Source: an optimization exercise on an open RTL-to-GDS flow (aim: small area). Production flows keep margins and buffers that such runs may drop. Only simulation tests tie the RTL to the original design; equivalence was not proved. Power figures rest on the tool's default switching activity, not on a simulated workload.

Design Neuron, start of the top module:
module Neuron(
	input CLOCK_50,
	input [1:0] KEY,
	input [3:0] SW,
	input [3:0] GPIO_0,
	output [7:0] LED,
	output [3:0] GPIO_1,
	output [17:0] V_OUT,
	output [17:0] W_OUT,
	output [17:0] SPIKE_COUNT
);
Settings: LEC_CHECK=0, CAP_MARGIN=20, CORE_MARGIN=2, CORE_UTILIZATION=65, PLACE_DENSITY=0.75, SLEW_MARGIN=20; clock period 22.0 ns.
standard.sh (not shown) runs the stock make flow with config.mk's settings and CLKGATE_MAP_FILE= SYNTH_SCRIPT=/design/flow/synth_recipe.tcl, a recipe that flattens the netlist after the stock synthesis.
==> flow/flow/run.sh <==
#!/bin/bash
# Standard ORFS layout (the standard.sh, standard synthesis unchanged), with
# two placement/CTS options changed:
#  - port buffers use sky130_fd_sc_hd__buf_1 instead of the resizer's default pick
#    (every input and output port still gets its own buffer);
#  - clock tree built from clkbuf_8 cells, without dummy loads.
set -euo pipefail
export BUFFER_PORTS_ARGS="-buffer_cell sky130_fd_sc_hd__buf_1"
export CTS_ARGS="-sink_clustering_enable -repair_clock_nets -dont_use_dummy_load -buf_list sky130_fd_sc_hd__clkbuf_8"
bash standard.sh finish > flow_make.log 2>&1
The starting point ran to the end with no violations.
Next try:
CORE_UTILIZATION = 40   (was 65)
PLACE_DENSITY = unset   (was 0.75)
=>
- The new run finished clean
- wire length rose by a few percent
- sequential share of layout area came out lower by 0.55 points
- cell area came out higher slightly
Next try:
--- a/flow/flow/run.sh
+++ b/flow/flow/run.sh
@@ -7,4 +7,4 @@
 set -euo pipefail
 export BUFFER_PORTS_ARGS="-buffer_cell sky130_fd_sc_hd__buf_1"
-export CTS_ARGS="-sink_clustering_enable -repair_clock_nets -dont_use_dummy_load -buf_list sky130_fd_sc_hd__clkbuf_8"
+export CTS_ARGS="-repair_clock_nets -dont_use_dummy_load -buf_list sky130_fd_sc_hd__clkbuf_8"
 bash standard.sh finish > flow_make.log 2>&1
What happened: Synthesized area does not change. Setup slack stays the same. First-iteration DRC count does not change. Non-clock buffer count is unchanged. Clock skew is unchanged. Final area is unchanged. Maximum frequency does not change. Sequential cell count stays the same. Cell count stays the same.
Next try:
==> flow/flow/run.sh (replaced) <==
#!/bin/bash
set -euo pipefail
here=$(cd "$(dirname "$0")" && pwd)
rm -rf scripts_area
cp -r "$FLOW_HOME/scripts" scripts_area
cp "$here/abc_area.script" scripts_area/abc_speed.script
export BUFFER_PORTS_ARGS="-buffer_cell sky130_fd_sc_hd__buf_1"
export CTS_ARGS="-sink_clustering_enable -repair_clock_nets -dont_use_dummy_load -buf_list sky130_fd_sc_hd__clkbuf_8"
bash standard.sh "SCRIPTS_DIR=$PWD/scripts_area" "ADDER_MAP_FILE=" finish > flow_make.log 2>&1
==> flow/flow/abc_area.script (new file) <==
strash
&get -n
&deepsyn -T 60
&put
dch -f
amap -m -F 2
strash
dch -f
amap -m -F 2
strash
dch -f
amap -m -F 2
topo
What happened: The new run produced a clean layout. Design area went down by 12%. Power went up by 34%. Critical path depth went up by 21. Synthesized cell count went up by 3.2%. Via count went up by 3.8%. Combinational power went up to 2.6 times its value. Hold slack is about the same. Sequential cell count is unchanged.


Another version of the RTL of Neuron (not shown whole).
Size in the first run: about 580 cells after synthesis, roughly 100 flip-flops, roughly 77 I/O pins, ~0.0055 mm² of cells after synthesis.
## Neuron
module Neuron(
	input CLOCK_50,
	input [1:0] KEY,
	input [3:0] SW,
	input [3:0] GPIO_0,
	output [7:0] LED,
	output [3:0] GPIO_1,
	output [17:0] V_OUT,
	output [17:0] W_OUT,
	output [17:0] SPIKE_COUNT
);
clock: 22.0 ns
lec_check: 0
cap_margin: 20
core_margin: 2
core_utilization: 40
slew_margin: 20
==> flow/flow/run.sh <==
#!/bin/bash
# Standard ORFS layout (the standard.sh, standard synthesis unchanged), with
# two placement/CTS options changed:
#  - port buffers use sky130_fd_sc_hd__buf_1 instead of the resizer's default pick
#    (every input and output port still gets its own buffer);
#  - clock tree built from clkbuf_8 cells, without dummy loads.
set -euo pipefail
export BUFFER_PORTS_ARGS="-buffer_cell sky130_fd_sc_hd__buf_1"
export CTS_ARGS="-sink_clustering_enable -repair_clock_nets -dont_use_dummy_load -buf_list sky130_fd_sc_hd__clkbuf_8"
bash standard.sh finish > flow_make.log 2>&1
Edit:
--- a/flow/flow/run.sh
+++ b/flow/flow/run.sh
@@ -8,3 +8,3 @@
 export BUFFER_PORTS_ARGS="-buffer_cell sky130_fd_sc_hd__buf_1"
-export CTS_ARGS="-sink_clustering_enable -repair_clock_nets -dont_use_dummy_load -buf_list sky130_fd_sc_hd__clkbuf_8"
+export CTS_ARGS="-sink_clustering_enable -sink_clustering_size 40 -sink_clustering_max_diameter 300 -repair_clock_nets -dont_use_dummy_load -buf_list sky130_fd_sc_hd__clkbuf_8"
 bash standard.sh finish > flow_make.log 2>&1
- The changed run produced a clean layout
- count of clock-buffer cells in the layout stays the same
- final area is unchanged
- worst setup slack stays the same


build 66:
The RTL this note starts from:
==> flow/design.v <==
module Neuron(
	input CLOCK_50,
	input [1:0] KEY,
	input [3:0] SW,
	input [3:0] GPIO_0,
	output [7:0] LED,
	output [3:0] GPIO_1,
	output [17:0] V_OUT,
	output [17:0] W_OUT,
	output [17:0] SPIKE_COUNT
);
	reg [17:0] v, w;
	reg [17:0] spike_counter;
	reg [5:0] count;
	reg [3:0] led_sw;
	reg [1:0] led_lo;
	reg gpio1_r;
	reg [17:0] acc;      
	reg [17:0] qr;       
	reg wrap;            
	assign V_OUT = v;
	assign W_OUT = w;
	assign SPIKE_COUNT = spike_counter;
	assign LED = {1'b0, led_sw, 1'b0, led_lo};
	assign GPIO_1 = {3'b000, gpio1_r};
	wire rst = ~KEY[0];
	wire upd = (count == 6'd63);
	wire g = GPIO_0[0];
	wire [17:0] h = {v[17], v[17:1]};           
	wire [17:0] I = (led_sw[0] ? 18'h00400 : 18'h0) - (led_sw[1] ? 18'h00400 : 18'h0)
	              + (led_sw[2] ? 18'h00800 : 18'h0) + (led_sw[3] ? 18'h00800 : 18'h0);
	wire q15 = qr[17];
	wire b1 = (count == 6'd18) ? qr[17] : qr[0];    
	reg [1:0] bsel;    
	reg m;             
	reg m0mask;        
	reg inv, cin, shift;
	always @* begin
		bsel = 2'd0; m = 1'b0; m0mask = 1'b0; inv = 1'b0; cin = 1'b0; shift = 1'b0;
		case (count)
			6'd0, 6'd1, 6'd2, 6'd3, 6'd4, 6'd5, 6'd6, 6'd7,
			6'd8, 6'd9, 6'd10, 6'd11, 6'd12, 6'd13, 6'd14, 6'd15: begin
				m = b1; shift = 1'b1;
			end
			6'd16: m = b1;
			6'd17, 6'd18: begin m = b1; inv = 1'b1; cin = 1'b1; end
			6'd19: begin m = qr[0]; inv = 1'b1; shift = 1'b1; end
			6'd20, 6'd21, 6'd22, 6'd23, 6'd24, 6'd25,
			6'd26, 6'd27, 6'd28, 6'd29, 6'd30, 6'd31, 6'd32: begin
				m = qr[0]; inv = 1'b1; cin = 1'b1; shift = 1'b1;
			end
			6'd33: begin m = qr[0]; inv = 1'b1; cin = 1'b1; end
			6'd34: begin bsel = 2'd1; m0mask = 1'b1; inv = 1'b1; cin = 1'b1; shift = 1'b1; end
			6'd35: begin
				m = ~q15; m0mask = 1'b1; inv = q15 & v[1] & ~w[1];
				cin = w[1] & ~(q15 & v[1]); shift = 1'b1;
			end
			6'd36: begin m = q15; inv = 1'b1; cin = 1'b1; end
			6'd37: begin bsel = 2'd2; cin = 1'b1; end
			6'd38, 6'd39, 6'd40, 6'd41: shift = 1'b1;
			6'd42: begin m = 1'b1; cin = v[0]; end
			6'd43: m = 1'b1;
			6'd44, 6'd45: m = 1'b1;
			6'd46: begin bsel = 2'd1; m0mask = 1'b1; inv = 1'b1; cin = 1'b1; shift = 1'b1; end
			6'd47, 6'd48, 6'd49, 6'd50, 6'd51, 6'd52, 6'd53, 6'd54, 6'd55: shift = 1'b1;
			6'd56: bsel = 2'd1;
			6'd63: bsel = 2'd3;
			default: ;
		endcase
	end
	reg [17:0] bsrc;
	always @* begin
		case (bsel)
			2'd0: bsrc = {h[17:1] & {17{m}}, h[0] & m & ~m0mask};
			2'd1: bsrc = {w[17:1], w[0] & ~m0mask};
			2'd2: bsrc = I;
			default: bsrc = {{4{g & ~wrap}}, {8{g}}, 6'd0};
		endcase
	end
	wire [17:0] bx = bsrc ^ {18{inv}};
	wire [18:0] S;
	wire [18:0] cy;
	genvar gi;
	generate for (gi = 0; gi < 18; gi = gi + 1) begin : add
		wire ci = (gi == 0) ? cin : cy[gi-1];
		assign S[gi] = acc[gi] ^ bx[gi] ^ ci;
		assign cy[gi] = (acc[gi] & bx[gi]) | (ci & (acc[gi] ^ bx[gi]));
	end endgenerate
	assign S[18] = acc[17] ^ bx[17] ^ cy[17];
	function [17:0] inc18(input [17:0] a, input c);
		integer i;
		reg cc;
		begin
			cc = c;
			for (i = 0; i < 18; i = i + 1) begin
				inc18[i] = a[i] ^ cc;
				cc = a[i] & cc;
			end
		end
	endfunction
	wire [17:0] vnew = S[17:0];
	wire spk = (vnew[17:15] == 3'b001);
	wire [17:0] count_inc = inc18({12'd0, count}, 1'b1);
	always @(posedge CLOCK_50) begin
		count <= count_inc[5:0];
		spike_counter <= inc18(spike_counter, upd & spk) & {18{~rst}};
		if (rst) begin
			count <= 6'd0;
			led_sw <= SW;
			v <= 18'h32148;
			w <= 18'h3C9BB;
		end else if (upd) begin
			v <= vnew;
			w <= qr;
			led_lo[1] <= g;
			led_lo[0] <= spike_counter[17];
			gpio1_r <= spk;
		end
	end
	always @(posedge CLOCK_50) begin
		if (rst || upd || count == 6'd18 || count == 6'd43)
			acc <= 18'd0;
		else if (count == 6'd62)
			acc <= qr;
		else if (shift)
			acc <= S[18:1];
		else
			acc <= S[17:0];
		if (rst)
			qr <= 18'h32148;
		else if (upd || count == 6'd18 || count == 6'd43 || count == 6'd62)
			qr <= S[17:0];
		else
			qr <= {qr[0], qr[17:1]};
		if (count == 6'd42)
			wrap <= (acc[13:6] == 8'h80);
	end
endmodule
clock: 22.0 ns
lec_check: 0
cap_margin: 20
core_margin: 2
core_utilization: 40
slew_margin: 20
==> flow/flow/run.sh <==
#!/bin/bash
# Standard ORFS layout (the standard.sh) with these changes in how the
# layout is made:
#  - synthesis is run with three &deepsyn random seeds, each in its own work
#    folder, and the layout continues from the one with the smallest cell area;
#  - no ADDER_MAP_FILE, so full/half adders are not pre-mapped to fa/ha
#    cells and ABC maps that logic together with the rest;
#  - port buffers use sky130_fd_sc_hd__buf_1 (every port still gets one);
#  - the clock tree is built from clkbuf_8 cells without dummy loads.
# Logs: synth_s<seed>.log (each synthesis run), synth_seeds.log (areas and the
# pick), flow_make.log (the rest of the flow), and ORFS's own logs under orfs/.
set -euo pipefail
here=$(cd "$(dirname "$0")" && pwd)
best=""
best_area=""
for s in 0 1 2; do
  d="$PWD/scripts_s$s"
  rm -rf "$d" "orfs_s$s"
  cp -r "$FLOW_HOME/scripts" "$d"
  sed "s/&deepsyn -T 60/\&deepsyn -T 60 -S $s/" "$here/abc_area.script" > "$d/abc_speed.script"
  bash standard.sh "SCRIPTS_DIR=$d" "ADDER_MAP_FILE=" "WORK_HOME=$PWD/orfs_s$s" synth > "synth_s$s.log" 2>&1
  area=$(awk '/Chip area for module/ {a = $NF} END {print a}' "orfs_s$s/reports/$FLOW_PLATFORM/Neuron/base/synth_stat.txt")
  echo "seed $s: synthesis cell area $area" >> synth_seeds.log
  if [[ -z "$best" ]] || awk -v a="$area" -v b="$best_area" 'BEGIN { exit !(a < b) }'; then
    best=$s
    best_area=$area
  fi
done
echo "continuing with seed $best" >> synth_seeds.log
rm -rf orfs
cp -rp "orfs_s$best" orfs
bash standard.sh "SCRIPTS_DIR=$PWD/scripts_s$best" "ADDER_MAP_FILE=" finish > flow_make.log 2>&1
==> flow/flow/abc_area.script <==
strash
&get -n
&deepsyn -T 60
&put
dch -f
amap -m -F 2
strash
dch -f
amap -m -F 2
strash
dch -f
amap -m -F 2
topo
[inputs] build 60 vs build 66
-- flow/flow/run.sh --
<<< build 66, line 14
>>> build 60, line 14
export BUFFER_PORTS_ARGS="-buffer_cell sky130_fd_sc_hd__buf_1"
export CTS_ARGS="-sink_clustering_enable -repair_clock_nets -dont_use_dummy_load -buf_list sky130_fd_sc_hd__clkbuf_8"
## What came out
Every run (build 66 and build 60) finished clean. Changes observed in build 60 relative to build 66: cell area after layout moved down, via count lost about 1%, wire length on met1 shows an increase of about 2.6%, cell count lower, wire length of the first global-routing pass went down. Share of post-route cells with drive strength above 1 delta for build 60 relative to build 66: 0.44 points lower. The register-to-register slack reported for build 60 is greater than that of build 66 by 0.12 ns. Going from build 66 to build 60, worst setup slack grew by 0.43 ns; non-clock inverter instance count of the final layout held steady.
The inputs of build 85 differ from those of build 60 as listed below.
==> flow/flow/run.sh <==
#!/bin/bash
# Standard ORFS layout (the standard.sh) with these changes in how the
# layout is made:
#  - no ADDER_MAP_FILE, so full/half adders are not pre-mapped to fa/ha
#    cells and ABC maps that logic together with the rest;
#  - port buffers use sky130_fd_sc_hd__buf_1 (every port still gets one);
#  - the clock tree is built from clkbuf_8 cells without dummy loads.
set -euo pipefail
here=$(cd "$(dirname "$0")" && pwd)
rm -rf scripts_area
cp -r "$FLOW_HOME/scripts" scripts_area
cp "$here/abc_area.script" scripts_area/abc_speed.script
export BUFFER_PORTS_ARGS="-buffer_cell sky130_fd_sc_hd__buf_1"
export CTS_ARGS="-sink_clustering_enable -repair_clock_nets -dont_use_dummy_load -buf_list sky130_fd_sc_hd__clkbuf_8"
bash standard.sh "SCRIPTS_DIR=$PWD/scripts_area" "ADDER_MAP_FILE=" finish > flow_make.log 2>&1
==> comparison <==
Delta (build 85 minus build 60): layout overhead on the synthesized area decreased 0.47 points, simple-gate share of the synthesized area higher. Going from build 60 to build 85, global-route wire length before repair grew by 4.3%; count of plain and timing-repair buffers shrank by 2; routed wire length grew by about 2.2%; reg-to-reg setup timing slack shrank by 1.46 ns; total vias in the final route grew by 94.

-- separate check: timing with driven ports --
No port has a modelled driver above. Below, the same layouts with a new extraction and two added sets of constraints.
Step 1 assumes that a clkbuf_16 drives the clock port and a buf_2 every other input.
Step 2 adds t to the input delays and takes it off the output delays; t is the mean of the earliest and latest rising clock arrival at the registers after step 1. Input paths then give back, and output paths get back, about the clock's delay inside the block.
a / b / c = ideal / step 1 / step 2; a / b = the first two.
run | shift t [ns] | slack for setup (ns) | slew at the worst register clock pin (ns)
the first run of note 1 | 0.390 | 8.314 / 8.314 / 8.110 | 0.11 / 0.11
the second run of note 1 | 0.400 | 8.208 / 8.208 / 8.098 | 0.09 / 0.09
the third run of note 1 | 0.400 | 8.208 / 8.208 / 8.098 | 0.09 / 0.09
the fourth run of note 1 | 0.406 | 10.201 / 10.201 / 10.201 | 0.09 / 0.09
the first run of note 2 | 0.414 | 8.248 / 8.248 / 8.044 | 0.10 / 0.10
the second run of note 2 | 0.414 | 8.248 / 8.248 / 8.044 | 0.10 / 0.10
build 66 | 0.405 | 11.288 / 11.292 / 10.887 | 0.10 / 0.10
build 60 | 0.401 | 11.719 / 11.725 / 11.324 | 0.09 / 0.09
build 85 | 0.406 | 11.664 / 11.664 / 11.454 | 0.10 / 0.10
After both steps setup and hold are still met in every run listed. For build 66, which loses most, drivers alone change the setup slack by +0.004 ns; drivers and shift together by -0.401 ns.
